This is an optimization exercise on Yosys and OpenROAD, whose aim is small area, not a production implementation. The RTL was checked by simulation tests, not by an equivalence proof against the original design. The flow treats the clock pin as an ideal source, which a real chip does not have.

===== config.mk =====
export PLATFORM = sky130hd
export DESIGN_NAME = viterbi_top
export DESIGN_NICKNAME = viterbi_top
export VERILOG_FILES = /design/flow/design.v
export SDC_FILE = /design/flow/constraint.sdc
export NUM_CORES = 4
export LEC_CHECK = 0
export CAP_MARGIN = 20
export CORE_MARGIN = 2
export CORE_UTILIZATION = 30
export SLEW_MARGIN = 20
export SYNTH_HIERARCHICAL = 1

===== design.v =====
module sel2_row #(
    parameter W = 29
) (
    input  logic         clk,
    input  logic         sa,
    input  logic         sb,
    input  logic         hold,
    input  logic [W-1:0] a,
    input  logic [W-1:0] b,
    output logic [W-1:0] q
);
    always_ff @(posedge clk)
        q <= ({W{sa}} & a) | ({W{sb}} & b) | ({W{hold}} & q);
endmodule
module pick4 #(
    parameter W = 29
) (
    input  logic [3:0]   s,
    input  logic [W-1:0] a0,
    input  logic [W-1:0] a1,
    input  logic [W-1:0] a2,
    input  logic [W-1:0] a3,
    output logic [W-1:0] y
);
    assign y = ({W{s[0]}} & a0) | ({W{s[1]}} & a1) | ({W{s[2]}} & a2) | ({W{s[3]}} & a3);
endmodule
module viterbi_top (
    input  logic        clk,
    input  logic        rst,         
    input  logic        in_valid,    
    input  logic [7:0]  in0,         
    input  logic [7:0]  in1,         
    output logic        out_valid,   
    output logic [31:0] out_bits     
);
    logic [4:0]  t;                  
    logic [5:0]  pm [4];             
    logic [28:0] sv [4];             
    logic [3:0]  sd;                 
    function automatic logic [5:0] add6(input logic [5:0] x, input logic [5:0] y,
                                        input logic ci);
        logic c;
        c = ci;
        for (int i = 0; i < 6; i++) begin
            add6[i] = x[i] ^ y[i] ^ c;
            c = (x[i] & y[i]) | (x[i] & c) | (y[i] & c);
        end
    endfunction
    function automatic logic lt6(input logic [5:0] x, input logic [5:0] y);
        logic c;
        c = 1'b1;
        for (int i = 0; i < 5; i++)
            c = (x[i] & ~y[i]) | (x[i] & c) | (~y[i] & c);
        lt6 = x[5] ^ ~y[5] ^ c;
    endfunction
    logic [2:0] p0, p1;
    assign p0 = ~in0[7:5];
    assign p1 = ~in1[7:5];
    logic [5:0] pp, k, r0, r1;
    assign pp = add6({{3{p0[2]}}, p0}, {{3{p1[2]}}, p1}, 1'b1);     
    assign k  = {pp[4:0], 1'b0};
    assign r0 = {{2{p0[2]}}, p0, 1'b1};
    assign r1 = {{2{p1[2]}}, p1, 1'b1};
    logic [5:0] d01, d23, h01, h23, npp, dq, ndq;
    assign d01 = add6(pm[0], ~pm[1], 1'b1);
    assign d23 = add6(pm[2], ~pm[3], 1'b1);
    assign h01 = {d01[5], d01[5:1]};
    assign h23 = {d23[5], d23[5:1]};
    assign npp = add6(~pp, 6'd0, 1'b1);
    assign dq  = add6({{3{p1[2]}}, p1}, ~{{3{p0[2]}}, p0}, 1'b1);
    assign ndq = add6({{3{p0[2]}}, p0}, ~{{3{p1[2]}}, p1}, 1'b1);
    logic init;
    logic [3:0] dec;
    assign init = (t[4:1] == 4'd0);
    assign dec[0] = !init && !lt6(h01, pp);
    assign dec[2] = !init && !lt6(h01, npp);
    assign dec[1] = !init && !lt6(h23, dq);
    assign dec[3] = !init && !lt6(h23, ndq);
    logic [5:0] c0b, c2a, c1a, c1b, c3a, c3b;      
    assign c0b = add6(pm[1], k, 1'b0);
    assign c2a = add6(pm[0], k, 1'b0);
    assign c1a = add6(pm[2], r0, 1'b0);
    assign c1b = add6(pm[3], r1, 1'b0);
    assign c3a = add6(pm[2], r1, 1'b0);
    assign c3b = add6(pm[3], r0, 1'b0);
    logic last, fin, hold;
    logic [3:0] sa, sb;
    assign last = (t == 5'd31);
    assign fin  = in_valid && last;
    assign hold = !in_valid;
    for (genvar i = 0; i < 4; i++) begin : g_sel
        assign sa[i] = in_valid && !dec[i];
        assign sb[i] = in_valid &&  dec[i];
    end
    sel2_row #(.W(29)) u_sv0 (.clk(clk), .sa(sa[0]), .sb(sb[0]), .hold(hold),
        .a({sv[0][27:0], sd[0]}), .b({sv[1][27:0], sd[1]}), .q(sv[0]));
    sel2_row #(.W(29)) u_sv2 (.clk(clk), .sa(sa[2]), .sb(sb[2]), .hold(hold),
        .a({sv[0][27:0], sd[0]}), .b({sv[1][27:0], sd[1]}), .q(sv[2]));
    sel2_row #(.W(29)) u_sv1 (.clk(clk), .sa(sa[1]), .sb(sb[1]), .hold(hold),
        .a({sv[2][27:0], sd[2]}), .b({sv[3][27:0], sd[3]}), .q(sv[1]));
    sel2_row #(.W(29)) u_sv3 (.clk(clk), .sa(sa[3]), .sb(sb[3]), .hold(hold),
        .a({sv[2][27:0], sd[2]}), .b({sv[3][27:0], sd[3]}), .q(sv[3]));
    sel2_row #(.W(6)) u_pm2 (.clk(clk), .sa(sa[2]), .sb(sb[2]), .hold(hold),
        .a(c2a), .b(pm[1]), .q(pm[2]));
    sel2_row #(.W(6)) u_pm1 (.clk(clk), .sa(sa[1]), .sb(sb[1]), .hold(hold),
        .a(c1a), .b(c1b), .q(pm[1]));
    sel2_row #(.W(6)) u_pm3 (.clk(clk), .sa(sa[3]), .sb(sb[3]), .hold(hold),
        .a(c3a), .b(c3b), .q(pm[3]));
    always_ff @(posedge clk) begin
        if (sb[0]) pm[0] <= c0b;
        if (in_valid) sd <= dec;
    end
    always_ff @(posedge clk or posedge rst) begin
        if (rst) begin
            t <= 5'd0;
            out_valid <= 1'b0;
        end else begin
            if (in_valid) t <= add6({1'b0, t}, 6'd0, 1'b1);
            out_valid <= fin;
        end
    end
    logic c10, c32, cx;
    logic [5:0] m01, m23;
    logic [1:0] best;
    logic [3:0] bsel;
    assign c10 = !d01[5] && (d01 != 6'd0);       
    assign c32 = !d23[5] && (d23 != 6'd0);       
    assign m01 = c10 ? pm[1] : pm[0];
    assign m23 = c32 ? pm[3] : pm[2];
    assign cx  = lt6(m23, m01);
    assign best = cx ? {1'b1, c32} : {1'b0, c10};
    for (genvar i = 0; i < 4; i++) begin : g_bsel
        assign bsel[i] = (best == i);
    end
    logic [28:0] bsv;
    pick4 #(.W(29)) u_out (.s(bsel), .a0(sv[0]), .a1(sv[1]), .a2(sv[2]), .a3(sv[3]), .y(bsv));
    assign out_bits = {bsv, sd[best], best[0], best[1]};
endmodule

===== run.sh =====
#!/bin/bash
# synth_recipe.tcl (not shown) runs the flow's synth.tcl, then flattens the netlist and writes it again
# the make line also repeats each setting of config.mk as NAME=value (left out here)
make -C /OpenROAD-flow-scripts/flow DESIGN_CONFIG=/design/flow/config.mk WORK_HOME=/design/flow/orfs CLKGATE_MAP_FILE= SYNTH_SCRIPT=/design/flow/synth_recipe.tcl finish

===== constraint.sdc =====
create_clock -name core_clock -period 10.0 [get_ports {clk}]
set_input_delay 2.0000 -clock core_clock [delete_from_list [all_inputs] [get_ports {clk}]]
set_output_delay 2.0000 -clock core_clock [all_outputs]
set_load 0.01 [all_outputs]

==> results by group, run 1 <==
Floorplanning
  – Initial Util: 0.3042
  – Boundary pin count: 52
  – Die Span Y: 171.6 µm
  – Die Footprint: 29460 µm²
  – Cell Rows: 61
  – Die extent in x: 171.6 µm
  – Core Box Area: 27710 µm²

Worst setup path
  – Critical path class: register to primary output
  – CP Capture Type: primary output
  – CP peak stage delay: 0.86 ns
  – CP max FO: 18
  – Critical Path, Cell by Cell: inv_1 > ha_1 > inv_1 > fa_1 > fa_1 > fa_1 > or3_1 > o21bai_4 > mux2_2 > a22oi_2 > o31ai_1 > maj3_2 > o21ai_4 > xor2_1 > and2_1 > buf_4 > a22oi_2 > nand2_1 > clkdlybuf4s50_1
  – Top cell by count, worst path: fa_1
  – Startpoint types: register
  – Worst R2R Start: u_pm3.q[0]$_DFF_P_
  – CP required: 8.00 ns
  – Critical Path AT: 6.68 ns
  – CP max-delay cell: and2_1
  – Worst Setup SP: pm[0][0]$_DFFE_PP_

Synthesis
  – Syn nets: 894
  – Synth warnings: 15
  – Gate Count Post-Synth: 812
  – Post-synth top area share: 0.3182
  – Post-Syn Area per Cell: 10.38 µm²
  – Register area share after synthesis: 0.3717
  – Fraction of registers with async set/reset: 0.04000
  – Synth cell count leaders: 200 x inv_1, 134 x a222oi_1, 134 x dfxtp_1
  – Yosys top cell by area: dfxtp_1
  – #FFs+latches synth: 150
  – Dominant synthesized flop cell: dfxtp_1
  – Mapped Area: 8429 µm²
  – Synth cell types: 44
  – Number of synthesized flops with an enable pin: 10
  – Ranking of synthesized cells by area: dfxtp_1 32%, a222oi_1 16%, fa_1 12%
  – Count leader, synth: inv_1

Outcome
  – Status: complete, no violations

Cells and area
  – Ant. Diodes: 0
  – Area Overhead vs Synth: 14.92%
  – Layout cells sized above 1: 0.1237
  – Final Util: 0.3496
  – Post-layout net count: 919
  – Final Non-Filler Cells: 1227

Clocking
  – Hold-fix buffers, CTS: 0
  – Worst skew pair latency: 0.42 ns
  – Clk slew on worst S/H paths: 0.06 ns
  – Max clock buf depth: 2
  – Clock sinks: 150
  – CTS tree: yes
  – Post-CTS setup buffer count: 0
  – Cts bufs inserted: 17
  – Root buffer selected by CTS: clkbuf_16
  – Htree depth: 4
  – Post-cts sizing count: 0

Min path
  – Worst hold start: t[0]$_DFFE_PP0P_
  – Worst hold path class: register to register

Detailed routing
  – Drt via density: 5.311
  – Routed WL: 21.05 mm
  – Routed wire per std cell: 17.16 µm
  – 1st-iter DRT viols: 1249
  – DRT Pass-1 Iters: 9
  – Routed via count: 6516
  – Antenna viol nets, final: 0
  – Drt drc: 0

Timing
  – Final WS setup: 1.318 ns
  – Final setup vio count: 0
  – Final worst-path cycle share: 0.8682
  – Min Tclk post-route: 8.682 ns
  – Worst slew pin tran: 1.090 ns
  – Final hold violation count: 0
  – Fin. max-slew vios: 0
  – Slew headroom: 0.2717
  – Fmax: 115.2 MHz
  – Setup TNS: 0 ns
  – RSZ-0062 raised after global routing: no
  – Final Skew: 0.01114 ns

Flow run
  – Max_cap viols: 0

GRT
  – First-pass GRT wire length: 34.27 mm
  – Initial antenna violation count: 0
  – Overflow after GRT: 0
  – Vias in the first global route: 6434
  – GR Util All Layers: 0.1464
  – Largest net degree at the start of global routing: 92

Placed design
  – I/O Buffers: 41
  – Placer Congestion: 0.8078
  – DP Worst Slack: 1.777 ns
  – Dpl cells: 1196
  – Final HPWL DP: 13.41 mm
## state kept, by name, summed over array words and instances, names as in the netlist, 6 cells and up
signal   cells
pm           6
u_pm1.q      6
u_pm2.q      6
u_pm3.q      6
u_sv0.q     29
u_sv1.q     29
u_sv2.q     29
u_sv3.q     29
## critical path: cells and delay by family (launching register included)
| kind | cells | cell delay [ns] |
|---|---|---|
| flops | 1 | 0.43 |
| buf+inv | 4 | 0.99 |
| compound gates | 5 | 0.91 |
| simple gates | 3 | 1.37 |
| fa+ha+maj | 5 | 1.79 |
| mux | 1 | 0.40 |
| xor+xnor | 1 | 0.38 |
## routing by layer
metal	up-vias	GRT usage	share of wire
met5	-	0	0
met4	0	0.04090	0.010
met3	16	0.02255	0.054
met2	227	0.2434	0.48
met1	3260	0.1969	0.45
li1	3013	-	-
## cells by family after synthesis
kind of cell	count (synthesis)	synth area share
xor+xnor	25	0.02969
compound gates	213	0.2470
flops	150	0.3717
simple gates	82	0.04023
fa+ha+maj	72	0.1483
mux	17	0.02167
buf+inv	253	0.1415
## worst paths after layout
kind | endpoint | cells past startpoint | slack [ns]
max in group asynchronous | out_valid$_DFF_PP0_ | 2 | 8.00
setup reg to reg | u_sv3.q[0]$_DFF_P_ | 15 | 5.22
min in group asynchronous | t[1]$_DFFE_PP0P_ | 2 | 1.81
hold reg to reg | t[0]$_DFFE_PP0P_ | 1 | 0.47
setup / recovery | out_bits[27] | 19 | 1.32
hold / removal | t[0]$_DFFE_PP0P_ | 1 | 0.47
## per-stage QoR
stage                     hold slack, ns  instance area [µm²]
after floorplan                   0.4333                 8429
after global routing              0.5037                 9687
final                             0.4702                 9687
after detailed placement          0.4614                 9052
after global placement            0.4549                 9052
after CTS                         0.4733                 9687
## area by class of cell
class                      instances  area (µm²)
clock inverter                     9       137.6
tap                              378       473.0
sequential                       150        3133
inverter                         201       757.0
multi-input combinational        409        4156
timing repair buffer              58       533.0
fill                            2789       18020
clock buffer                      22       496.7
## cell usage in the layout, fill, tap and decap left out, drive strengths merged, types with 2 or more instances in the layout
cell type and instances:
or3 2, nor2 25, mux2i 10, buf 18
and2 2, nand2 41, o21ai 8, a21oi 5
nor3 6, clkbuf 22, inv 203, xnor2 18
dfrtp 6, edfxtp 10, a222oi 134, nand3 2
clkdlybuf4s50 40, o21bai 2, xor3 2, ha 14
clkinv 3, mux2 7, a22oi 59, fa 49
maj3 9, bufinv 3, dfxtp 134, xor2 5
==> run 2: changes to the inputs <==
--- a/design.v
+++ b/design.v
@@ -12,17 +12,33 @@
     always_ff @(posedge clk)
         q <= ({W{sa}} & a) | ({W{sb}} & b) | ({W{hold}} & q);
 endmodule
+module sel2_row_n #(
+    parameter W = 29
+) (
+    input  logic         clk,
+    input  logic         sa,
+    input  logic         sb,
+    input  logic         hold,
+    input  logic [W-1:0] a,
+    input  logic [W-1:0] b,
+    output logic [W-1:0] q
+);
+    always_ff @(posedge clk)
+        q <= ~(({W{sa}} & a) | ({W{sb}} & b) | ({W{hold}} & q));
+endmodule
 module pick4 #(
     parameter W = 29
 ) (
     input  logic [3:0]   s,
+    input  logic         inv,
     input  logic [W-1:0] a0,
     input  logic [W-1:0] a1,
     input  logic [W-1:0] a2,
     input  logic [W-1:0] a3,
     output logic [W-1:0] y
 );
-    assign y = ({W{s[0]}} & a0) | ({W{s[1]}} & a1) | ({W{s[2]}} & a2) | ({W{s[3]}} & a3);
+    assign y = (({W{s[0]}} & a0) | ({W{s[1]}} & a1) | ({W{s[2]}} & a2) | ({W{s[3]}} & a3))
+             ^ {W{inv}};
 endmodule
 module viterbi_top (
     input  logic        clk,
@@ -37,6 +53,7 @@
     logic [5:0]  pm [4];             
     logic [28:0] sv [4];             
     logic [3:0]  sd;                 
+    logic        ph;                 
     function automatic logic [5:0] add6(input logic [5:0] x, input logic [5:0] y,
                                         input logic ci);
         logic c;
@@ -92,13 +109,13 @@
         assign sa[i] = in_valid && !dec[i];
         assign sb[i] = in_valid &&  dec[i];
     end
-    sel2_row #(.W(29)) u_sv0 (.clk(clk), .sa(sa[0]), .sb(sb[0]), .hold(hold),
+    sel2_row_n #(.W(29)) u_sv0 (.clk(clk), .sa(sa[0]), .sb(sb[0]), .hold(hold),
         .a({sv[0][27:0], sd[0]}), .b({sv[1][27:0], sd[1]}), .q(sv[0]));
-    sel2_row #(.W(29)) u_sv2 (.clk(clk), .sa(sa[2]), .sb(sb[2]), .hold(hold),
+    sel2_row_n #(.W(29)) u_sv2 (.clk(clk), .sa(sa[2]), .sb(sb[2]), .hold(hold),
         .a({sv[0][27:0], sd[0]}), .b({sv[1][27:0], sd[1]}), .q(sv[2]));
-    sel2_row #(.W(29)) u_sv1 (.clk(clk), .sa(sa[1]), .sb(sb[1]), .hold(hold),
+    sel2_row_n #(.W(29)) u_sv1 (.clk(clk), .sa(sa[1]), .sb(sb[1]), .hold(hold),
         .a({sv[2][27:0], sd[2]}), .b({sv[3][27:0], sd[3]}), .q(sv[1]));
-    sel2_row #(.W(29)) u_sv3 (.clk(clk), .sa(sa[3]), .sb(sb[3]), .hold(hold),
+    sel2_row_n #(.W(29)) u_sv3 (.clk(clk), .sa(sa[3]), .sb(sb[3]), .hold(hold),
         .a({sv[2][27:0], sd[2]}), .b({sv[3][27:0], sd[3]}), .q(sv[3]));
     sel2_row #(.W(6)) u_pm2 (.clk(clk), .sa(sa[2]), .sb(sb[2]), .hold(hold),
         .a(c2a), .b(pm[1]), .q(pm[2]));
@@ -108,15 +125,17 @@
         .a(c3a), .b(c3b), .q(pm[3]));
     always_ff @(posedge clk) begin
         if (sb[0]) pm[0] <= c0b;
-        if (in_valid) sd <= dec;
+        sd <= ~(in_valid ? dec ^ {4{ph}} : sd);
     end
     always_ff @(posedge clk or posedge rst) begin
         if (rst) begin
             t <= 5'd0;
             out_valid <= 1'b0;
+            ph <= 1'b0;
         end else begin
             if (in_valid) t <= add6({1'b0, t}, 6'd0, 1'b1);
             out_valid <= fin;
+            ph <= ~ph;
         end
     end
     logic c10, c32, cx;
@@ -133,6 +152,6 @@
         assign bsel[i] = (best == i);
     end
     logic [28:0] bsv;
-    pick4 #(.W(29)) u_out (.s(bsel), .a0(sv[0]), .a1(sv[1]), .a2(sv[2]), .a3(sv[3]), .y(bsv));
-    assign out_bits = {bsv, sd[best], best[0], best[1]};
+    pick4 #(.W(29)) u_out (.s(bsel), .inv(ph), .a0(sv[0]), .a1(sv[1]), .a2(sv[2]), .a3(sv[3]), .y(bsv));
+    assign out_bits = {bsv, sd[best] ^ ph, best[0], best[1]};
 endmodule
--- a/config.mk
+++ b/config.mk
@@ -6,7 +6,9 @@
 export NUM_CORES = 4
 export LEC_CHECK = 0
 export CAP_MARGIN = 20
+export CELL_PAD_IN_SITES_DETAIL_PLACEMENT = 1
 export CORE_MARGIN = 2
 export CORE_UTILIZATION = 30
+export PLACE_DENSITY = 0.5
 export SLEW_MARGIN = 20
 export SYNTH_HIERARCHICAL = 1
==> run 2 against run 1 <==
Against the previous run: still clean; sequential share of layout area grew 0.30 points; area after synthesis shrank 0.65%; synthesized cell count shrank 13%; maximum frequency shrank 5.0%; count of clock-buffer cells in the layout shrank 4; wire length grew 6.3%; worst setup slack lost 0.46 ns; first-iteration DRC count shrank 16%; design area shrank 1.4%; core utilization shrank 0.38 points; largest cell class unchanged.
==> results by group, run 2 <==
Timing
  – Worst slew pin tran: 1.078 ns (-0.01211 ns)
  – Final WS setup: 0.8569 ns (-0.4612 ns)
  – Final worst-path cycle share: 0.9143 (+0.04612)
  – Final hold violation count: 0 (unchanged)
  – Min Tclk post-route: 9.143 ns (+0.4612 ns)
  – Fin. max-slew vios: 0 (unchanged)
  – RSZ-0062 raised after global routing: no
  – Final setup vio count: 0 (unchanged)
  – Final Skew: 0.01086 ns (-0.0002863 ns)
  – Setup TNS: 0 ns (unchanged)
  – Slew headroom: 0.2813 (+0.009613)
  – Fmax: 109.4 MHz (-5.0%)

Detailed routing
  – Routed via count: 6257 (-4.0%)
  – 1st-iter DRT viols: 1052 (-16%)
  – Antenna viol nets, final: 0 (unchanged)
  – Drt drc: 0 (unchanged)
  – Routed WL: 22.38 mm (+6.3%)
  – Drt via density: 5.577 (+5.0%)
  – Routed wire per std cell: 19.94 µm (+16%)
  – DRT Pass-1 Iters: 9 (unchanged)

Flow run
  – Max_cap viols: 0 (unchanged)

Floorplanning
  – Die Span Y: 171.1 µm (-0.32%)
  – Initial Util: 0.3031 (-0.001152)
  – Cell Rows: 61 (unchanged)
  – Boundary pin count: 52 (unchanged)
  – Die Footprint: 29270 µm² (-0.64%)
  – Core Box Area: 27630 µm² (-0.28%)
  – Die extent in x: 171.1 µm (-0.32%)

GRT
  – Overflow after GRT: 0 (unchanged)
  – Global routing's busiest layer: met2
  – Met3 usage: 0.02059 (-0.001962)
  – Largest net degree at the start of global routing: 103 (+12%)
  – Vias in the first global route: 6409 (-0.39%)
  – Initial antenna violation count: 0 (unchanged)
  – Met1 GRT Util: 0.2200 (+0.02312)
  – GR Util All Layers: 0.1588 (+0.01238)
  – M2 GR Usage: 0.2602 (+0.01676)
  – First-pass GRT wire length: 36.56 mm (+6.7%)

Synthesis
  – Count leader, synth: dfxtp_1
  – Number of synthesized flops with an enable pin: 6 (-4)
  – Synth cell types: 47 (+6.8%)
  – Fraction of registers with async set/reset: 0.04636 (+0.006358)
  – Mapped Area: 8374 µm² (-0.65%)
  – Dominant synthesized flop cell: dfxtp_1
  – Ranking of synthesized cells by area: dfxtp_1 33%, a222oi_1 16%, fa_1 12%
  – #FFs+latches synth: 151 (+0.67%)
  – Syn nets: 792 (-11%)
  – Synth cell count leaders: 138 x dfxtp_1, 134 x a222oi_1, 85 x inv_1
  – Synth warnings: 15 (unchanged)
  – Post-Syn Area per Cell: 11.79 µm² (+14%)
  – Post-synth top area share: 0.3299 (+0.01165)
  – Gate Count Post-Synth: 710 (-13%)
  – Yosys top cell by area: dfxtp_1
  – Register area share after synthesis: 0.3723 (+0.0006505)

Clocking
  – CTS tree: yes
  – Clock sinks: 151 (+0.67%)
  – Hold-fix buffers, CTS: 0 (unchanged)
  – Clk slew on worst S/H paths: 0.06 ns (about the same)
  – Post-cts sizing count: 0 (unchanged)
  – Max clock buf depth: 2 (unchanged)
  – Worst skew pair latency: 0.42 ns (about the same)
  – Post-CTS setup buffer count: 0 (unchanged)
  – Cts bufs inserted: 17 (unchanged)
  – Root buffer selected by CTS: clkbuf_16
  – Htree depth: 4 (unchanged)

Outcome
  – Status: complete, no violations

Cells and area
  – Most common cell after layout, fill and taps aside: dfxtp_1
  – Post-layout net count: 813 (-12%)
  – Commonest non-fill, non-tap cells in the layout: 138 x dfxtp_1, 134 x a222oi_1, 84 x inv_1, 51 x xnor2_1, 49 x fa_1
  – Ant. Diodes: 0 (unchanged)
  – Layout cells sized above 1: 0.1344 (+0.01073)
  – Area Overhead vs Synth: 14.09%

Placed design
  – Final HPWL DP: 14.11 mm (+5.3%)
  – I/O Buffers: 41 (unchanged)
  – DP Worst Slack: 1.240 ns (-0.5373 ns)
  – Placer Congestion: 0.7962 (-1.4%)

Worst setup path
  – CP max FO: 18 (unchanged)
  – CP Capture Type: primary output
  – CP required: 8.00 ns (about the same)
  – Critical path class: register to primary output
  – Critical Path AT: 7.14 ns (+0.46 ns)
  – Startpoint types: register

Min path
  – Worst hold path class: register to register
==> run 2: changes by cell type after synthesis, moves of 5 or more <==
cell      previous run  this run
a22oi_1             28         0
nand2_1             41         9
mux2i_1             10        22
nor2b_1              1         7
a22o_1               0        29
inv_1              200        85
a221oi_2             0        29
xnor2_1             18        51
nor3_1               6         0
buf_6               29        21
o21ai_0              7         2
a22oi_2             31         0
==> run 2: kinds of logic after synthesis <==
logic type,Yosys count,synth area share
AND/OR/NAND/NOR,57,0.03362
AO/OA/AOI/OAI,207,0.2601
multiplexers,26,0.03167
flip-flops,151,0.3723
XOR/XNOR,57,0.06335
adder cells (fa/ha/maj),72,0.1488
buffers and inverters,140,0.09009
==> run 2: stage by stage <==
step	cell area [µm²]	hold slack (ns)	util	cells
4_1_cts	9554	0.4491	0.3458	1122
3_5_place_dp	8985	0.4398	0.3252	1090
6_report	9554	0.4454	0.3458	1122
5_1_grt	9554	0.4782	0.3458	1122
3_3_place_gp	8985	0.4303	0.3252	1090
2_1_floorplan	8374	0.4180	-	710
==> run 2: area by class of cell <==
class | count | area, µm²
Inverter | 86 | 325.3
Sequential cell | 151 | 3119
Clock buffer | 18 | 439.2
Clock inverter | 14 | 130.1
Tap cell | 378 | 473.0
Timing Repair Buffer | 56 | 523.0
Fill cell | 3025 | 18070
Multi-Input combinational cell | 419 | 4544
==> run 2: final timing paths <==
kind | start | end | slack [ns] | cells past startpoint
worst max-delay path | u_pm2.q[0]$_DFF_P_ | out_bits[10] | 0.86 | 20
worst min-delay path | u_sv3.q[28]$_DFF_P_ | u_sv3.q[28]$_DFF_P_ | 0.45 | 1
worst max register to register | u_pm2.q[0]$_DFF_P_ | u_sv3.q[26]$_DFF_P_ | 4.96 | 15
worst min register to register | u_sv3.q[28]$_DFF_P_ | u_sv3.q[28]$_DFF_P_ | 0.45 | 1
max in group asynchronous | rst | ph$_DFF_PP0_ | 7.94 | 2
min in group asynchronous | rst | out_valid$_DFF_PP0_ | 1.82 | 2
==> run 2: critical path, stage by stage, from the launching register on <==
cell	delay [ns]
dfxtp_1	0.38
inv_1	0.19
ha_1	0.18
inv_1	0.05
fa_1	0.40
fa_1	0.40
fa_1	0.37
inv_1	0.08
fa_1	0.45
nor2b_1	0.19
a21oi_4	0.42
mux2i_1	0.36
nand2b_1	0.14
a2111oi_4	0.39
o221ai_1	0.18
or4_1	0.69
nor2b_4	0.72
buf_4	0.33
a221oi_2	0.09
xnor2_1	0.15
clkdlybuf4s50_1	0.56
==> run 2: per-layer routing <==
metal  vias to the layer above  part of all wire
li1                       2832                 -
met2                       167              0.47
met3                        14             0.042
met5                         -                 0
met1                      3244              0.47
met4                         0            0.0096
==> run 3: changes to the inputs <==
--- a/design.v
+++ b/design.v
@@ -70,6 +70,13 @@
             c = (x[i] & ~y[i]) | (x[i] & c) | (~y[i] & c);
         lt6 = x[5] ^ ~y[5] ^ c;
     endfunction
+    function automatic logic neg6(input logic [5:0] x, input logic [5:0] y);
+        logic c;
+        c = 1'b0;
+        for (int i = 0; i < 5; i++)
+            c = (x[i] & y[i]) | (x[i] & c) | (y[i] & c);
+        neg6 = x[5] ^ y[5] ^ c;
+    endfunction
     logic [2:0] p0, p1;
     assign p0 = ~in0[7:5];
     assign p1 = ~in1[7:5];
@@ -78,21 +85,19 @@
     assign k  = {pp[4:0], 1'b0};
     assign r0 = {{2{p0[2]}}, p0, 1'b1};
     assign r1 = {{2{p1[2]}}, p1, 1'b1};
-    logic [5:0] d01, d23, h01, h23, npp, dq, ndq;
+    logic [5:0] d01, d23, h01, h23, dq;
     assign d01 = add6(pm[0], ~pm[1], 1'b1);
     assign d23 = add6(pm[2], ~pm[3], 1'b1);
     assign h01 = {d01[5], d01[5:1]};
     assign h23 = {d23[5], d23[5:1]};
-    assign npp = add6(~pp, 6'd0, 1'b1);
     assign dq  = add6({{3{p1[2]}}, p1}, ~{{3{p0[2]}}, p0}, 1'b1);
-    assign ndq = add6({{3{p0[2]}}, p0}, ~{{3{p1[2]}}, p1}, 1'b1);
     logic init;
     logic [3:0] dec;
     assign init = (t[4:1] == 4'd0);
     assign dec[0] = !init && !lt6(h01, pp);
-    assign dec[2] = !init && !lt6(h01, npp);
+    assign dec[2] = !init && !neg6(h01, pp);
     assign dec[1] = !init && !lt6(h23, dq);
-    assign dec[3] = !init && !lt6(h23, ndq);
+    assign dec[3] = !init && !neg6(h23, dq);
     logic [5:0] c0b, c2a, c1a, c1b, c3a, c3b;      
     assign c0b = add6(pm[1], k, 1'b0);
     assign c2a = add6(pm[0], k, 1'b0);
==> flow/run.sh (new file) <==
#!/bin/bash
# The standard layout (standard.sh, standard synthesis unchanged) with
# three changes that only affect buffering and sizing:
#  - every port gets a buffer, the smallest one (buf_1);
#  - the clock tree is built from clkbuf_8 cells, without dummy loads;
#  - after global routing, cells on paths with positive slack are sized down.
# The make output goes to standard.log; ORFS's per-step logs stay under orfs/logs.
set -euo pipefail
export BUFFER_PORTS_ARGS="-buffer_cell sky130_fd_sc_hd__buf_1"
export CTS_ARGS="-sink_clustering_enable -repair_clock_nets -buf_list sky130_fd_sc_hd__clkbuf_8 -dont_use_dummy_load"
export RECOVER_POWER=100
bash standard.sh finish > standard.log 2>&1
==> standard.sh (new file) <==
#!/bin/bash
# synth_recipe.tcl (not shown) runs the flow's synth.tcl, then flattens the netlist and writes it again
# the make line also repeats each setting of config.mk as NAME=value (left out here)
make -C /OpenROAD-flow-scripts/flow DESIGN_CONFIG=/design/flow/config.mk WORK_HOME=/design/flow/orfs CLKGATE_MAP_FILE= SYNTH_SCRIPT=/design/flow/synth_recipe.tcl "${@:-finish}"
removed: run.sh
==> run 3 against run 2 <==
Against the previous run: the layout now fails its checks (capacitance limit, slew limit); non-clock buffer count is 4 higher; hold slack improved by 0.0016 ns; via count is 2.1% lower; highest routed layer unchanged; largest cell class unchanged; count of clock-buffer cells in the layout down 1; clock skew up 0.028 ns; flip-flop and latch count did not move; sequential share of layout area grew 3.8 points; register-to-register slack got worse by 0.64 ns.
==> results by group, run 3 <==
Outcome
  – Status: failed layout checks
  – Layout violations: capacitance limit, slew limit

Floorplanning
  – Cell Rows: 60 (-1.6%)
  – Die Span Y: 169.1 µm (-1.1%)
  – Boundary pin count: 52 (unchanged)
  – Core Box Area: 26880 µm² (-2.7%)
  – Die extent in x: 169.1 µm (-1.1%)
  – Initial Util: 0.3043 (+0.001232)
  – Die Footprint: 28600 µm² (-2.3%)

Synthesis
  – Syn nets: 767 (-3.2%)
  – Register area share after synthesis: 0.3812 (+0.008885)
  – Synth cell count leaders: 138 x dfxtp_1, 134 x a222oi_1, 81 x inv_1
  – Fraction of registers with async set/reset: 0.04636 (unchanged)
  – Post-synth top area share: 0.3378 (+0.007873)
  – Post-Syn Area per Cell: 11.73 µm² (-0.51%)
  – Dominant synthesized flop cell: dfxtp_1
  – Mapped Area: 8179 µm² (-2.3%)
  – Ranking of synthesized cells by area: dfxtp_1 34%, a222oi_1 16%, fa_1 10%
  – Count leader, synth: dfxtp_1
  – Number of synthesized flops with an enable pin: 6 (unchanged)
  – Gate Count Post-Synth: 697 (-1.8%)
  – Yosys top cell by area: dfxtp_1
  – Synth cell types: 48 (+2.1%)
  – Synth warnings: 15 (unchanged)
  – #FFs+latches synth: 151 (unchanged)

Timing
  – Final WS setup: 0.7038 ns (-0.1531 ns)
  – Fin. max-slew vios: 139 (+139)
  – RSZ-0062 raised after global routing: no
  – Slew headroom: -0.8268 (-1.108)
  – Final Skew: 0.03918 ns (+0.02832 ns)
  – Final worst-path cycle share: 0.9296 (+0.01531)
  – Final hold violation count: 0 (unchanged)
  – Min Tclk post-route: 9.296 ns (+0.1531 ns)
  – Worst slew pin tran: 2.740 ns (+1.662 ns)
  – Final setup vio count: 0 (unchanged)
  – Fmax: 107.6 MHz (-1.6%)
  – Setup TNS: 0 ns (unchanged)

GRT
  – Largest net degree at the start of global routing: 103 (unchanged)
  – GR Util All Layers: 0.1592 (+0.0004515)
  – First-pass GRT wire length: 35.90 mm (-1.8%)
  – Initial antenna violation count: 0 (unchanged)
  – Overflow after GRT: 0 (unchanged)
  – Vias in the first global route: 6308 (-1.6%)

Clocking
  – Max clock buf depth: 2 (unchanged)
  – Root buffer selected by CTS: clkbuf_8
  – CTS tree: yes
  – Htree depth: 4 (unchanged)
  – Worst skew pair latency: 0.47 ns (+0.05 ns)
  – Hold-fix buffers, CTS: 0 (unchanged)
  – Clk slew on worst S/H paths: 0.08 ns (+0.02 ns)
  – Clock sinks: 151 (unchanged)
  – Post-CTS setup buffer count: 0 (unchanged)
  – Post-cts sizing count: 0 (unchanged)
  – Cts bufs inserted: 17 (unchanged)

Cells and area
  – Fill cell count: 3039 (+0.46%)
  – Commonest non-fill, non-tap cells in the layout: 138 x dfxtp_1, 134 x a222oi_1, 80 x inv_1, 49 x xnor2_1, 42 x fa_1
  – Ant. Diodes: 0 (unchanged)
  – Fin area: 8567 µm² (-10%)
  – Post-layout net count: 790 (-2.8%)
  – Most common cell after layout, fill and taps aside: dfxtp_1
  – Area Overhead vs Synth: 4.742%
  – Layout cells sized above 1: 0.07799 (-0.05641)
  – Final Util: 0.3188 (-0.02704)

Detailed routing
  – Routed via count: 6126 (-2.1%)
  – 1st-iter DRT viols: 934 (-11%)
  – Routed WL: 22.29 mm (-0.38%)
  – Routed wire per std cell: 21.05 µm (+5.5%)
  – Drt drc: 0 (unchanged)
  – Drt via density: 5.785 (+3.7%)
  – Antenna viol nets, final: 0 (unchanged)
  – DRT Pass-1 Iters: 10 (+1)

Placed design
  – Final HPWL DP: 13.89 mm (-1.6%)
  – I/O Buffers: 41 (unchanged)
  – Placer Congestion: 0.7615 (-4.4%)
  – DP Worst Slack: 1.456 ns (+0.2164 ns)
  – Placement Cell Area: 8512 µm² (-5.3%)

Worst setup path
  – CP Capture Type: primary output
  – Startpoint types: register
  – CP required: 8.00 ns (about the same)
  – Reg2reg path depth: 13 (-2)
  – Critical path class: register to primary output
  – CP max FO: 17 (-1)
  – Critical Path AT: 7.30 ns (+0.16 ns)

Flow run
  – Max_cap viols: 4 (+4)

Min path
  – Hold Path Stages: 1 (unchanged)
  – Worst hold path class: register to register
-- run 3: cell types whose count changed after synthesis, sizes merged, moves of 3 or more --
| cell | before | now |
|---|---|---|
| nor2 | 24 | 16 |
| fa | 49 | 42 |
| nor2b | 7 | 13 |
| ha | 14 | 9 |
| inv | 86 | 81 |
| mux2 | 4 | 9 |
| mux2i | 22 | 17 |
| and2 | 6 | 3 |
| maj3 | 9 | 12 |
| nand2 | 9 | 12 |
-- run 3: metrics by stage --
stage	std cells	hold slack, ns
after floorplan	697	0.4180
after global placement	1042	0.4347
after detailed placement	1042	0.4358
after CTS	1059	0.4474
after global routing	1059	0.4796
final	1059	0.4470
-- run 3: path summary, 6_finish.rpt --
| kind | from | to | slack, ns |
|---|---|---|---|
| setup / recovery | u_pm3.q[0]$_DFF_P_ | out_bits[3] | 0.70 |
| hold / removal | u_sv3.q[28]$_DFF_P_ | u_sv3.q[28]$_DFF_P_ | 0.45 |
| setup reg to reg | u_pm3.q[0]$_DFF_P_ | u_sv3.q[7]$_DFF_P_ | 4.32 |
| hold reg to reg | u_sv3.q[28]$_DFF_P_ | u_sv3.q[28]$_DFF_P_ | 0.45 |
| max in group asynchronous | rst | ph$_DFF_PP0_ | 8.31 |
| min in group asynchronous | rst | out_valid$_DFF_PP0_ | 1.46 |
-- run 3: critical path: stages (launching register included) --
cell      delay [ns]
dfxtp_1         0.49
ha_1            0.21
inv_1           0.05
fa_1            0.37
fa_1            0.39
fa_1            0.38
inv_1           0.08
fa_1            0.42
nor4b_1         0.19
a21boi_2        0.62
mux2i_1         0.24
a32oi_1         0.25
a31oi_1         0.11
maj3_1          0.36
maj3_1          0.54
xnor2_4         0.37
nor2b_2         0.83
buf_4           0.30
a22o_1          0.14
a221oi_1        0.07
xnor2_1         0.19
buf_1           0.22
-- run 3: final cells by class --
class	count	area, µm²	share of cell area
clock buffers	17	234.0	0.02731
flip-flops and latches	151	3119	0.3641
inverters	81	306.5	0.03578
well taps	341	426.7	0.04980
multi-input cells	409	4207	0.4910
repair buffers	60	274.0	0.03198
-- run 3: kinds of logic after synthesis --
group           after synthesis  share of synthesized area
mux                          26                    0.03411
simple gates                 57                    0.03534
buf+inv                     137                    0.09117
fa+ha+maj                    63                     0.1319
compound gates              208                     0.2617
xor+xnor                     55                    0.06456
flops                       151                     0.3812
-- run 3: per-layer routing --
metal / vias to the layer above / routed length (µm) / GRT usage
met1: 3160 / 10380 / 0.2155
li1: 2785 / - / -
met2: 166 / 10780 / 0.2657
met3: 15 / 925 / 0.02642
met4: 0 / 207 / 0.03939
met5: - / 0 / 0
==> run 4: changes to the inputs <==
==> flow/run.sh (replaced) <==
#!/bin/bash
# The standard layout (standard.sh, standard synthesis unchanged) with
# three changes that only affect buffering and sizing:
#  - every port gets a buffer, the smallest one (buf_1);
#  - the clock tree is built from clkbuf_8 cells, without dummy loads;
#  - before the placement-stage repair, cells on paths with positive slack
#    are sized down (flow/pre_resize.tcl).
# The make output goes to standard.log; ORFS's per-step logs stay under orfs/logs.
set -euo pipefail
export BUFFER_PORTS_ARGS="-buffer_cell sky130_fd_sc_hd__buf_1"
export CTS_ARGS="-sink_clustering_enable -repair_clock_nets -buf_list sky130_fd_sc_hd__clkbuf_8 -dont_use_dummy_load"
export PRE_RESIZE_TCL="$(pwd)/flow/pre_resize.tcl"
bash standard.sh finish > standard.log 2>&1
==> flow/pre_resize.tcl (new file) <==
# Before the placement-stage repair_design: size down cells on paths with
# positive slack. repair_design, which follows, then fixes any slew or
# capacitance limit this breaks.
estimate_parasitics -placement
repair_timing -recover_power 100 -verbose
==> run 4 against run 3 <==
Against the previous run: sequential share of layout area decreased by 0.34 points; design area increased by 0.95%; critical path depth unchanged; largest cell class unchanged; now clean on timing, DRC and antenna.
==> results by group, run 4 <==
Detailed routing
  – Routed via count: 6153 (+0.44%)
  – DRT Pass-1 Iters: 13 (+3)
  – 1st-iter DRT viols: 872 (-6.6%)
  – Antenna viol nets, final: 0 (unchanged)
  – Drt via density: 5.788 (about the same)
  – Routed wire per std cell: 20.79 µm (-1.2%)
  – Routed WL: 22.10 mm (-0.85%)
  – Drt drc: 0 (unchanged)

Floorplanning
  – Initial Util: 0.3043 (unchanged)
  – Die extent in x: 169.1 µm (unchanged)
  – Die Footprint: 28600 µm² (unchanged)
  – Boundary pin count: 52 (unchanged)
  – Die Span Y: 169.1 µm (unchanged)
  – Cell Rows: 60 (unchanged)
  – Core Box Area: 26880 µm² (unchanged)

GRT
  – Initial antenna violation count: 0 (unchanged)
  – Largest net degree at the start of global routing: 103 (unchanged)
  – First-pass GRT wire length: 36.15 mm (+0.69%)
  – Vias in the first global route: 6332 (+0.38%)
  – GR Util All Layers: 0.1592 (about the same)
  – Overflow after GRT: 0 (unchanged)

Synthesis
  – Post-synth top area share: 0.3378 (unchanged)
  – Synth cell types: 48 (unchanged)
  – Mapped Area: 8179 µm² (unchanged)
  – Post-synthesis mux area share: 0.03411 (unchanged)
  – Number of synthesized flops with an enable pin: 6 (unchanged)
  – Syn nets: 767 (unchanged)
  – Post-synthesis compound-gate area fraction: 0.2617 (unchanged)
  – Fraction of registers with async set/reset: 0.04636 (unchanged)
  – Dominant synthesized flop cell: dfxtp_1
  – Yosys top cell by area: dfxtp_1
  – Post-Syn Area per Cell: 11.73 µm² (unchanged)
  – Gate Count Post-Synth: 697 (unchanged)
  – Count leader, synth: dfxtp_1
  – Simple-gate share of the synthesized area: 0.03534 (unchanged)
  – Synth warnings: 15 (unchanged)
  – #FFs+latches synth: 151 (unchanged)
  – Main combinational cell family by area after synthesis: compound AO/OA/AOI/OAI gates
  – Ranking of synthesized cells by area: dfxtp_1 34%, a222oi_1 16%, fa_1 10%
  – Synth Area in XOR/XNOR: 0.06456 (unchanged)
  – Register area share after synthesis: 0.3812 (unchanged)
  – Synth cell count leaders: 138 x dfxtp_1, 134 x a222oi_1, 81 x inv_1
  – Adder-Cell Fraction of Synth Area: 0.1319 (unchanged)

Clocking
  – Max clock buf depth: 2 (unchanged)
  – CTS tree: yes
  – Cts bufs inserted: 17 (unchanged)
  – Clk slew on worst S/H paths: 0.08 ns (about the same)
  – Hold-fix buffers, CTS: 0 (unchanged)
  – Root buffer selected by CTS: clkbuf_8
  – Worst skew pair latency: 0.47 ns (about the same)
  – Htree depth: 4 (unchanged)
  – Post-CTS setup buffer count: 0 (unchanged)
  – Clock sinks: 151 (unchanged)
  – Post-cts sizing count: 0 (unchanged)

Worst setup path
  – Top cell by count, worst path: fa_1
  – Startpoint types: register
  – CP required: 8.00 ns (about the same)
  – CP max-delay cell: xnor2_1
  – Worst Setup SP: u_pm3.q[0]$_DFF_P_
  – Worst reg2reg path endpoint: u_sv3.q[26]$_DFF_P_
  – Critical Path AT: 7.39 ns (+0.09 ns)
  – Critical Path, Cell by Cell: ha_1 > inv_1 > fa_1 > fa_1 > fa_1 > inv_1 > fa_1 > nor4b_1 > a21boi_2 > mux2i_1 > a32oi_1 > a31oi_1 > maj3_1 > maj3_1 > xnor2_1 > and2_2 > clkbuf_1 > a22o_1 > a221oi_1 > xnor2_1 > buf_1
  – Buf+Inv Stages, Crit Path: 4 (unchanged)
  – Critical Path Stages: 21 (unchanged)
  – Top delay family on crit path: adder cells
  – Worst R2R Start: u_pm3.q[0]$_DFF_P_
  – Critical path class: register to primary output
  – CP max FO: 18 (+1)
  – Crit path to: out_bits[18]
  – CP Capture Type: primary output
  – Reg2Reg Setup Slack: 4.83 ns (+0.51 ns)
  – Reg2reg path depth: 13 (unchanged)
  – CP peak stage delay: 0.79 ns (-0.04 ns)

Timing
  – Fin. max-slew vios: 0 (-100%)
  – Final worst-path cycle share: 0.9391 (+0.009501)
  – Setup TNS: 0 ns (unchanged)
  – Fmax: 106.5 MHz (-1.0%)
  – Worst slew pin tran: 1.078 ns (-1.662 ns)
  – Final Skew: 0.04340 ns (+0.004221 ns)
  – Final setup vio count: 0 (unchanged)
  – Min Tclk post-route: 9.391 ns (+0.09501 ns)
  – Final hold violation count: 0 (unchanged)
  – RSZ-0062 raised after global routing: no
  – Slew headroom: 0.2815 (+1.108)

Placed design
  – Placement Cell Area: 8406 µm² (-1.2%)
  – I/O Buffers: 41 (unchanged)
  – Placer Congestion: 0.7615 (unchanged)
  – Final HPWL DP: 14.16 mm (+2.0%)
  – Dpl cells: 1045 (+0.29%)

Cells and area
  – Post-layout net count: 793 (+0.38%)
  – Fin area: 8648 µm² (+0.95%)
  – Area Overhead vs Synth: 5.737%
  – Final Non-Filler Cells: 1063 (+0.38%)
  – Fill cell count: 2989 (-1.6%)
  – Layout cells sized above 1: 0.08877 (+0.01077)
  – Commonest non-fill, non-tap cells in the layout: 138 x dfxtp_1, 134 x a222oi_1, 80 x inv_1, 50 x xnor2_1, 42 x fa_1
  – Most common cell after layout, fill and taps aside: dfxtp_1

Flow run
  – Max_cap viols: 0 (-4)

Min path
  – Worst hold path class: register to register

Outcome
  – Status: complete, no violations
[run 4: area by class of cell]
cell class | instances | area, µm² | area share
diodes | 1 | 2.502 | 0.0002894
clock buffers | 17 | 234.0 | 0.02705
inverters | 81 | 306.5 | 0.03545
multi-input cells | 409 | 4194 | 0.4850
flip-flops and latches | 151 | 3119 | 0.3607
well taps | 341 | 426.7 | 0.04933
repair buffers | 63 | 365.4 | 0.04225
[run 4: stage by stage]
step / setup slack (ns) / util / hold slack (ns)
3_3_place_gp: 1.504 / 0.3167 / 0.4347
4_1_cts: 0.2454 / 0.3215 / 0.4513
2_1_floorplan: 2.968 / - / 0.4180
6_report: 0.6088 / 0.3218 / 0.4504
5_1_grt: 0.01671 / 0.3217 / 0.4789
3_5_place_dp: 0.7467 / 0.3128 / 0.4378
[run 4: worst min path at each step]
stage                              startpoint                  end  cells past startpoint
after floorplan           u_sv3.q[28]$_DFF_P_  u_sv3.q[28]$_DFF_P_                      1
after CTS                 u_sv0.q[28]$_DFF_P_  u_sv0.q[28]$_DFF_P_                      1
after global placement    u_sv3.q[28]$_DFF_P_  u_sv3.q[28]$_DFF_P_                      1
after detailed placement  u_sv0.q[28]$_DFF_P_  u_sv0.q[28]$_DFF_P_                      1
after global routing      u_sv0.q[28]$_DFF_P_  u_sv0.q[28]$_DFF_P_                      1
final                     u_sv0.q[28]$_DFF_P_  u_sv0.q[28]$_DFF_P_                      1
[run 4: cells by family (layout without fill, tap and decap cells)]
logic type | count (synthesis) | after routing
other cells | 0 | 1
flops | 151 | 151
buf+inv | 137 | 161
xor+xnor | 55 | 55
mux | 26 | 26
simple gates | 57 | 57
fa+ha+maj | 63 | 63
compound gates | 208 | 208
[run 4: routing by layer]
layer / global-route usage / up-vias / routed length [µm]
li1: - / 2799 / -
met1: 0.2137 / 3173 / 10350
met2: 0.2669 / 165 / 10630
met3: 0.02806 / 16 / 926
met4: 0.03865 / 0 / 191
met5: 0 / - / 0
==> run 5: changes to the inputs <==
--- a/config.mk
+++ b/config.mk
@@ -8,7 +8,7 @@
 export CAP_MARGIN = 20
 export CELL_PAD_IN_SITES_DETAIL_PLACEMENT = 1
 export CORE_MARGIN = 2
-export CORE_UTILIZATION = 30
-export PLACE_DENSITY = 0.5
+export CORE_UTILIZATION = 45
+export PLACE_DENSITY = 0.6
 export SLEW_MARGIN = 20
 export SYNTH_HIERARCHICAL = 1
==> run 5 against run 4 <==
Against the previous run: synthesized cell count stayed put; flip-flop and latch count stayed put; wire length is 3.9% lower; global-route usage is 6.3 points higher; maximum frequency is 0.65% higher; worst setup slack better by 0.061 ns; design area is 1.4% lower; final cell count is 11% lower; clock skew is 0.0085 ns lower; non-clock buffer count is 3 lower; die area is 33% lower; sequential share of layout area is 0.53 points higher; critical endpoint is now out_bits[31]; largest cell class unchanged.
==> results by group, run 5 <==
Placed design
  – I/O Buffers: 41 (unchanged)
  – Placer Congestion: 0.8023 (+5.4%)
  – Placement Cell Area: 8273 µm² (-1.6%)
  – Final HPWL DP: 14.10 mm (-0.45%)

Synthesis
  – Mapped Area: 8179 µm² (unchanged)
  – Register area share after synthesis: 0.3812 (unchanged)
  – Synth warnings: 15 (unchanged)
  – Count leader, synth: dfxtp_1
  – Post-synth top area share: 0.3378 (unchanged)
  – Dominant synthesized flop cell: dfxtp_1
  – Post-Syn Area per Cell: 11.73 µm² (unchanged)
  – Gate Count Post-Synth: 697 (unchanged)
  – #FFs+latches synth: 151 (unchanged)
  – Yosys top cell by area: dfxtp_1
  – Synth cell count leaders: 138 x dfxtp_1, 134 x a222oi_1, 81 x inv_1
  – Syn nets: 767 (unchanged)
  – Number of synthesized flops with an enable pin: 6 (unchanged)
  – Fraction of registers with async set/reset: 0.04636 (unchanged)
  – Synth cell types: 48 (unchanged)
  – Ranking of synthesized cells by area: dfxtp_1 34%, a222oi_1 16%, fa_1 10%

Cells and area
  – Fill cell count: 1944 (-35%)
  – Ant. Diodes: 0 (-1)
  – Layout cells sized above 1: 0.08914 (+0.0003709)
  – Most common cell after layout, fill and taps aside: dfxtp_1
  – Commonest non-fill, non-tap cells in the layout: 138 x dfxtp_1, 134 x a222oi_1, 80 x inv_1, 49 x xnor2_1, 42 x fa_1
  – Fin area: 8523 µm² (-1.4%)
  – Area Overhead vs Synth: 4.207%
  – Post-layout net count: 790 (-0.38%)

Clocking
  – Htree depth: 4 (unchanged)
  – Root buffer selected by CTS: clkbuf_8
  – Clk slew on worst S/H paths: 0.07 ns (about the same)
  – Post-CTS setup buffer count: 0 (unchanged)
  – Worst skew pair latency: 0.45 ns (-0.02 ns)
  – CTS tree: yes
  – Clock sinks: 151 (unchanged)
  – Cts bufs inserted: 17 (unchanged)
  – Max clock buf depth: 2 (unchanged)

GRT
  – Overflow after GRT: 0 (unchanged)
  – Initial antenna violation count: 0 (unchanged)
  – Vias in the first global route: 6592 (+4.1%)
  – GR Util All Layers: 0.2217 (+0.06255)
  – Largest net degree at the start of global routing: 117 (+14%)
  – First-pass GRT wire length: 34.92 mm (-3.4%)

Detailed routing
  – Drt via density: 6.603 (+14%)
  – 1st-iter DRT viols: 958 (+9.9%)
  – DRT Pass-1 Iters: 10 (-3)
  – Routed via count: 6253 (+1.6%)
  – Routed wire per std cell: 22.43 µm (+7.9%)
  – Antenna viol nets, final: 0 (unchanged)
  – Drt drc: 0 (unchanged)
  – Routed WL: 21.25 mm (-3.9%)

Timing
  – Fmax: 107.2 MHz (+0.65%)
  – Slew headroom: 0.4060 (+0.1245)
  – Fin. max-slew vios: 0 (unchanged)
  – Final hold violation count: 0 (unchanged)
  – Final worst-path cycle share: 0.9330 (-0.006086)
  – Worst slew pin tran: 0.8910 ns (-0.1867 ns)
  – Setup TNS: 0 ns (unchanged)
  – RSZ-0062 raised after global routing: no
  – Final setup vio count: 0 (unchanged)
  – Min Tclk post-route: 9.330 ns (-0.06086 ns)
  – Final Skew: 0.03485 ns (-0.008545 ns)

Worst setup path
  – Reg2Reg Setup Slack: 5.42 ns (+0.59 ns)
  – Startpoint types: register
  – Worst Setup SP: u_pm3.q[0]$_DFF_P_
  – Critical Path AT: 7.33 ns (-0.06 ns)
  – CP required: 8.00 ns (about the same)
  – Worst R2R Start: u_pm3.q[0]$_DFF_P_
  – CP Capture Type: primary output
  – CP max FO: 17 (-1)
  – Critical path class: register to primary output

Min path
  – Worst hold start: u_sv3.q[28]$_DFF_P_
  – Worst hold path class: register to register

Floorplanning
  – Boundary pin count: 52 (unchanged)
  – Die Footprint: 19270 µm² (-33%)
  – Initial Util: 0.4569 (+0.1525)
  – Cell Rows: 49 (-18%)
  – Die Span Y: 138.8 µm (-18%)
  – Die extent in x: 138.8 µm (-18%)
  – Core Box Area: 17900 µm² (-33%)

Outcome
  – Status: complete, no violations

Flow run
  – Max_cap viols: 0 (unchanged)
==> run 5: what timing repair did <==
action                                  in CTS  in global routing
resized for setup                            0                  3
hold buffers                                 0                  0
endpoints found under the setup margin       0                 26
==> run 5: area by class of cell <==
class                   count  area, µm²  share of cell area
inverters                  81      306.5             0.03597
clock buffers              17      234.0             0.02745
repair buffers             60      382.9             0.04492
flip-flops and latches    151       3119              0.3660
well taps                 229      286.5             0.03362
multi-input cells         409       4194              0.4921
==> run 5: through the flow <==
| step | std cells | setup WS, ns | hold WS, ns | utilization |
|---|---|---|---|---|
| floorplan | 697 | 2.968 | 0.4180 | - |
| global placement | 925 | 1.582 | 0.4318 | 0.4651 |
| detailed placement | 930 | 0.7423 | 0.4376 | 0.4621 |
| CTS | 947 | 0.2170 | 0.4473 | 0.4752 |
| global route | 947 | 0.2151 | 0.4781 | 0.4761 |
| finish | 947 | 0.6697 | 0.4436 | 0.4761 |
==> run 5: logic make-up after synthesis <==
family                   share of synthesized area
AO/OA/AOI/OAI                               0.2617
XOR/XNOR                                   0.06456
adder cells (fa/ha/maj)                     0.1319
buffers and inverters                      0.09117
flip-flops                                  0.3812
multiplexers                               0.03411
AND/OR/NAND/NOR                            0.03534
==> run 5: path summary, 6_finish.rpt <==
check,to,depth (start not counted)
hold reg to reg,u_sv3.q[28]$_DFF_P_,1
max in group asynchronous,t[0]$_DFFE_PP0P_,2
setup / recovery,out_bits[31],21
min in group asynchronous,out_valid$_DFF_PP0_,2
setup reg to reg,u_pm1.q[2]$_DFF_P_,14
hold / removal,u_sv3.q[28]$_DFF_P_,1
==> run 5: worst max-delay path: stages (launching register included) <==
cell	delay, ns
dfxtp_1	0.51
ha_1	0.21
inv_1	0.05
fa_1	0.40
fa_1	0.39
fa_1	0.36
inv_1	0.08
fa_1	0.41
nor4b_1	0.18
a21boi_2	0.63
mux2i_1	0.22
a32oi_1	0.25
a31oi_1	0.13
maj3_1	0.35
maj3_1	0.51
xnor2_2	0.45
and2_1	0.66
buf_4	0.35
a22o_1	0.15
a221oi_1	0.06
xnor2_1	0.32
buf_1	0.19
==> run 5: routing by layer <==
metal	share of wire	vias up	global-route usage
li1	-	2791	-
met1	0.42	3222	0.2819
met2	0.51	225	0.3855
met3	0.066	15	0.04731
met4	0.012	0	0.05635
met5	0	-	0
==> run 6: changes to the inputs <==
==> flow/run.sh (replaced) <==
#!/bin/bash
# The standard layout (standard.sh, standard synthesis unchanged) with
# changes that only affect buffering and sizing:
#  - every port gets a buffer, the smallest one (buf_1);
#  - the clock tree is built from clkbuf_8 cells, without dummy loads, and
#    then each of its buffers is sized down to clkbuf_4 where the clock slew
#    at every flip-flop stays at most 120 ps (flow/post_cts.tcl);
#  - before the placement-stage repair, cells on paths with positive slack
#    are sized down (flow/pre_resize.tcl).
# The make output goes to standard.log; ORFS's per-step logs stay under orfs/logs.
set -euo pipefail
export BUFFER_PORTS_ARGS="-buffer_cell sky130_fd_sc_hd__buf_1"
export CTS_ARGS="-sink_clustering_enable -repair_clock_nets -buf_list sky130_fd_sc_hd__clkbuf_8 -dont_use_dummy_load"
export PRE_RESIZE_TCL="$(pwd)/flow/pre_resize.tcl"
export POST_CTS_TCL="$(pwd)/flow/post_cts.tcl"
bash standard.sh finish > standard.log 2>&1
==> flow/post_cts.tcl (new file) <==
proc my_clk_pin_slew_ps {} {
  set w 0
  foreach pin [all_registers -clock_pins -edge_triggered] {
    foreach e {rise fall} {
      set ps [expr {[sta::time_ui_sta [get_property $pin slew_max_$e]] * 1e12}]
      if {$ps > $w} { set w $ps }
    }
  }
  return $w
}
estimate_parasitics -placement
set_propagated_clock [all_clocks]
set small [get_lib_cells */sky130_fd_sc_hd__clkbuf_4]
set big [get_lib_cells */sky130_fd_sc_hd__clkbuf_8]
set n 0
foreach inst [get_cells *] {
  if {[get_property $inst ref_name] ne "sky130_fd_sc_hd__clkbuf_8"} { continue }
  replace_cell $inst $small
  estimate_parasitics -placement
  if {[my_clk_pin_slew_ps] > 120.0} {
    replace_cell $inst $big
    estimate_parasitics -placement
  } else {
    incr n
  }
}
puts "post_cts: sized $n clock buffers down, worst clock pin slew [my_clk_pin_slew_ps] ps"
--- a/config.mk
+++ b/config.mk
@@ -8,7 +8,7 @@
 export CAP_MARGIN = 20
 export CELL_PAD_IN_SITES_DETAIL_PLACEMENT = 1
 export CORE_MARGIN = 2
-export CORE_UTILIZATION = 45
-export PLACE_DENSITY = 0.6
+export CORE_UTILIZATION = 30
+export PLACE_DENSITY = 0.5
 export SLEW_MARGIN = 20
 export SYNTH_HIERARCHICAL = 1
==> run 6 against run 5 <==
Against the previous run: critical path type unchanged; still clean on timing, DRC and antenna; maximum frequency grew 1.2%; count of clock-buffer cells in the layout unchanged; global-route usage fell by 6.3 points.
==> results by group, run 6 <==
GRT
  – M2 GR Usage: 0.2664 (-0.1191)
  – Initial antenna violation count: 1 (+1)
  – Global routing's busiest layer: met2
  – First-pass GRT wire length: 36.09 mm (+3.4%)
  – Largest net degree at the start of global routing: 103 (-12%)
  – Met3 usage: 0.02806 (-0.01925)
  – Vias in the first global route: 6324 (-4.1%)
  – GR Util All Layers: 0.1590 (-0.06275)
  – Met1 GRT Util: 0.2136 (-0.06834)
  – Overflow after GRT: 0 (unchanged)

Min path
  – Worst hold start: u_sv0.q[28]$_DFF_P_
  – Worst hold path class: register to register
  – Hold Path Stages: 1 (unchanged)
  – Hold endpoint: u_sv0.q[28]$_DFF_P_

Placed design
  – Placement Cell Area: 8406 µm² (+1.6%)
  – I/O Buffers: 41 (unchanged)
  – Placer Congestion: 0.7615 (-5.1%)
  – DP Worst Slack: 0.7467 ns (+0.004418 ns)
  – Final HPWL DP: 14.16 mm (+0.45%)

Detailed routing
  – Routed via count: 6174 (-1.3%)
  – Drt via density: 5.786 (-12%)
  – Routed wire per std cell: 20.71 µm (-7.7%)
  – Drt drc: 0 (unchanged)
  – DRT Pass-1 Iters: 10 (unchanged)
  – Routed WL: 22.09 mm (+4.0%)
  – Antenna viol nets, final: 0 (unchanged)
  – 1st-iter DRT viols: 961 (+0.31%)

Synthesis
  – Dominant synthesized flop cell: dfxtp_1
  – Synth cell count leaders: 138 x dfxtp_1, 134 x a222oi_1, 81 x inv_1
  – Synth warnings: 15 (unchanged)
  – Synth cell types: 48 (unchanged)
  – Number of synthesized flops with an enable pin: 6 (unchanged)
  – Mapped Area: 8179 µm² (unchanged)
  – Post-synth top area share: 0.3378 (unchanged)
  – Fraction of registers with async set/reset: 0.04636 (unchanged)
  – #FFs+latches synth: 151 (unchanged)
  – Ranking of synthesized cells by area: dfxtp_1 34%, a222oi_1 16%, fa_1 10%
  – Yosys top cell by area: dfxtp_1
  – Register area share after synthesis: 0.3812 (unchanged)
  – Syn nets: 767 (unchanged)
  – Count leader, synth: dfxtp_1
  – Post-Syn Area per Cell: 11.73 µm² (unchanged)
  – Gate Count Post-Synth: 697 (unchanged)

Timing
  – Min Tclk post-route: 9.222 ns (-0.1082 ns)
  – Fmax: 108.4 MHz (+1.2%)
  – Final setup vio count: 0 (unchanged)
  – Final WS setup: 0.7778 ns (+0.1082 ns)
  – Final hold violation count: 0 (unchanged)
  – RSZ-0062 raised after global routing: no
  – Worst slew pin tran: 1.063 ns (+0.1723 ns)
  – Final Skew: 0.03687 ns (+0.002021 ns)
  – Slew headroom: 0.2911 (-0.1149)
  – Setup TNS: 0 ns (unchanged)
  – Final worst-path cycle share: 0.9222 (-0.01082)
  – Fin. max-slew vios: 0 (unchanged)

Floorplanning
  – Cell Rows: 60 (+22%)
  – Core Box Area: 26880 µm² (+50%)
  – Die Span Y: 169.1 µm (+22%)
  – Die Footprint: 28600 µm² (+48%)
  – Initial Util: 0.3043 (-0.1525)
  – Boundary pin count: 52 (unchanged)
  – Die extent in x: 169.1 µm (+22%)

Worst setup path
  – Startpoint types: register
  – Critical Path AT: 7.22 ns (-0.11 ns)
  – CP Capture Type: primary output
  – CP required: 8.00 ns (about the same)
  – Worst R2R Start: u_pm3.q[0]$_DFF_P_
  – Reg2Reg Setup Slack: 4.82 ns (-0.60 ns)
  – CP max FO: 18 (+1)
  – Worst reg2reg path endpoint: u_sv3.q[1]$_DFF_P_
  – Critical path class: register to primary output
  – Reg2reg path depth: 13 (-1)

Clocking
  – CTS tree: yes
  – Clk slew on worst S/H paths: 0.11 ns (+0.04 ns)
  – Worst skew pair latency: 0.57 ns (+0.12 ns)
  – Clock sinks: 151 (unchanged)

Cells and area
  – Fin area: 8591 µm² (+0.79%)
  – Post-layout net count: 793 (+0.38%)
  – Fill cell count: 3006 (+55%)
  – Layout cells sized above 1: 0.09015 (+0.001016)
  – Commonest non-fill, non-tap cells in the layout: 138 x dfxtp_1, 134 x a222oi_1, 80 x inv_1, 49 x xnor2_1, 42 x fa_1
  – Area Overhead vs Synth: 5.033%
  – Most common cell after layout, fill and taps aside: dfxtp_1

Outcome
  – Status: complete, no violations

Flow run
  – Max_cap viols: 0 (unchanged)
[run 6: cell counts after synthesis]
Identical to the previous run, type by type.
[run 6: cell families after synthesis]
family,after synthesis,share of synthesized area
compound gates,208,0.2617
xor+xnor,55,0.06456
fa+ha+maj,63,0.1319
buf+inv,137,0.09117
flops,151,0.3812
mux,26,0.03411
simple gates,57,0.03534
[run 6: through the flow]
step,util,std cells,hold slack (ns)
2_1_floorplan,-,697,0.4180
5_1_grt,0.3196,1066,0.4792
6_report,0.3196,1067,0.4559
3_3_place_gp,0.3167,1042,0.4347
3_5_place_dp,0.3128,1045,0.4378
[run 6: critical path, stage by stage (launching register included)]
cell and delay, ns:
dfxtp_1 0.51, ha_1 0.21, inv_1 0.05, fa_1 0.38, fa_1 0.39, fa_1 0.37, inv_1 0.08, fa_1 0.42
nor4b_1 0.18, a21boi_2 0.62, mux2i_1 0.22, a32oi_1 0.25, a31oi_1 0.13, maj3_1 0.35, maj3_1 0.51, xnor2_2 0.53
and2_2 0.54, clkbuf_1 0.32, a22o_1 0.19, a221oi_1 0.07, xnor2_1 0.15, buf_1 0.17
[run 6: how the worst max path moves through the flow]
stage | from | to | slack, ns | depth (start not counted)
5_1_grt | u_pm3.q[0]$_DFF_P_ | out_bits[19] | 0.17 | 21
3_3_place_gp | u_pm3.q[0]$_DFF_P_ | out_bits[3] | 1.50 | 21
3_5_place_dp | u_pm3.q[0]$_DFF_P_ | out_bits[3] | 0.75 | 21
6_report | u_pm3.q[0]$_DFF_P_ | out_bits[18] | 0.78 | 21
2_1_floorplan | pm[0][0]$_DFFE_PP_ | out_bits[30] | 2.97 | 22
[run 6: area by class of cell]
type	count	area [µm²]	area share
Multi-Input combinational cell	409	4202	0.4891
Sequential cell	151	3119	0.3631
Tap cell	341	426.7	0.04966
Timing Repair Buffer	63	365.4	0.04253
Inverter	81	306.5	0.03568
Clock buffer	17	158.9	0.01850
Antenna cell	5	12.51	0.001456
[run 6: layer usage]
layer | share of wire | wire [µm]
met1 | 0.48 | 10560
met2 | 0.48 | 10560
met3 | 0.038 | 830
met4 | 0.0065 | 143
met5 | 0 | 0

[what the ideal ports hide]
In the flow no input, the clock included, has a driving cell. The finished layouts below were timed again as built, in two steps. Step 1: set_driving_cell puts a clkbuf_16 on clk and a buf_2 on each other input, an assumption about the parent block. Step 2 adds t to the input delays and takes it off the output delays; t is the mean of the earliest and latest rising clock arrival at the registers after step 1. Input paths then give back, and output paths get back, about the clock's delay inside the block. a / b / c = no drivers / after step 1 / after step 2; a / b = the first two.
| run | shift t [ns] | slack for setup (ns) | latest minus earliest clock arrival (ns) | worst slew at a driven data input, ns | cell pins on the clock port's net |
|---|---|---|---|---|---|
| run 1 | 0.462 | 1.318 / 1.273 / 1.735 | 0.012 / 0.012 | 0.04 | 1 |
| run 2 | 0.468 | 0.857 / 0.809 / 1.277 | 0.014 / 0.014 | 0.04 | 1 |
| run 3 | 0.488 | 0.704 / 0.661 / 1.149 | 0.039 / 0.040 | 0.04 | 1 |
| run 4 | 0.493 | 0.609 / 0.563 / 1.056 | 0.044 / 0.044 | 0.04 | 1 |
| run 5 | 0.476 | 0.670 / 0.631 / 1.107 | 0.034 / 0.035 | 0.04 | 1 |
| run 6 | 0.594 | 0.778 / 0.730 / 1.324 | 0.038 / 0.038 | 0.04 | 1 |
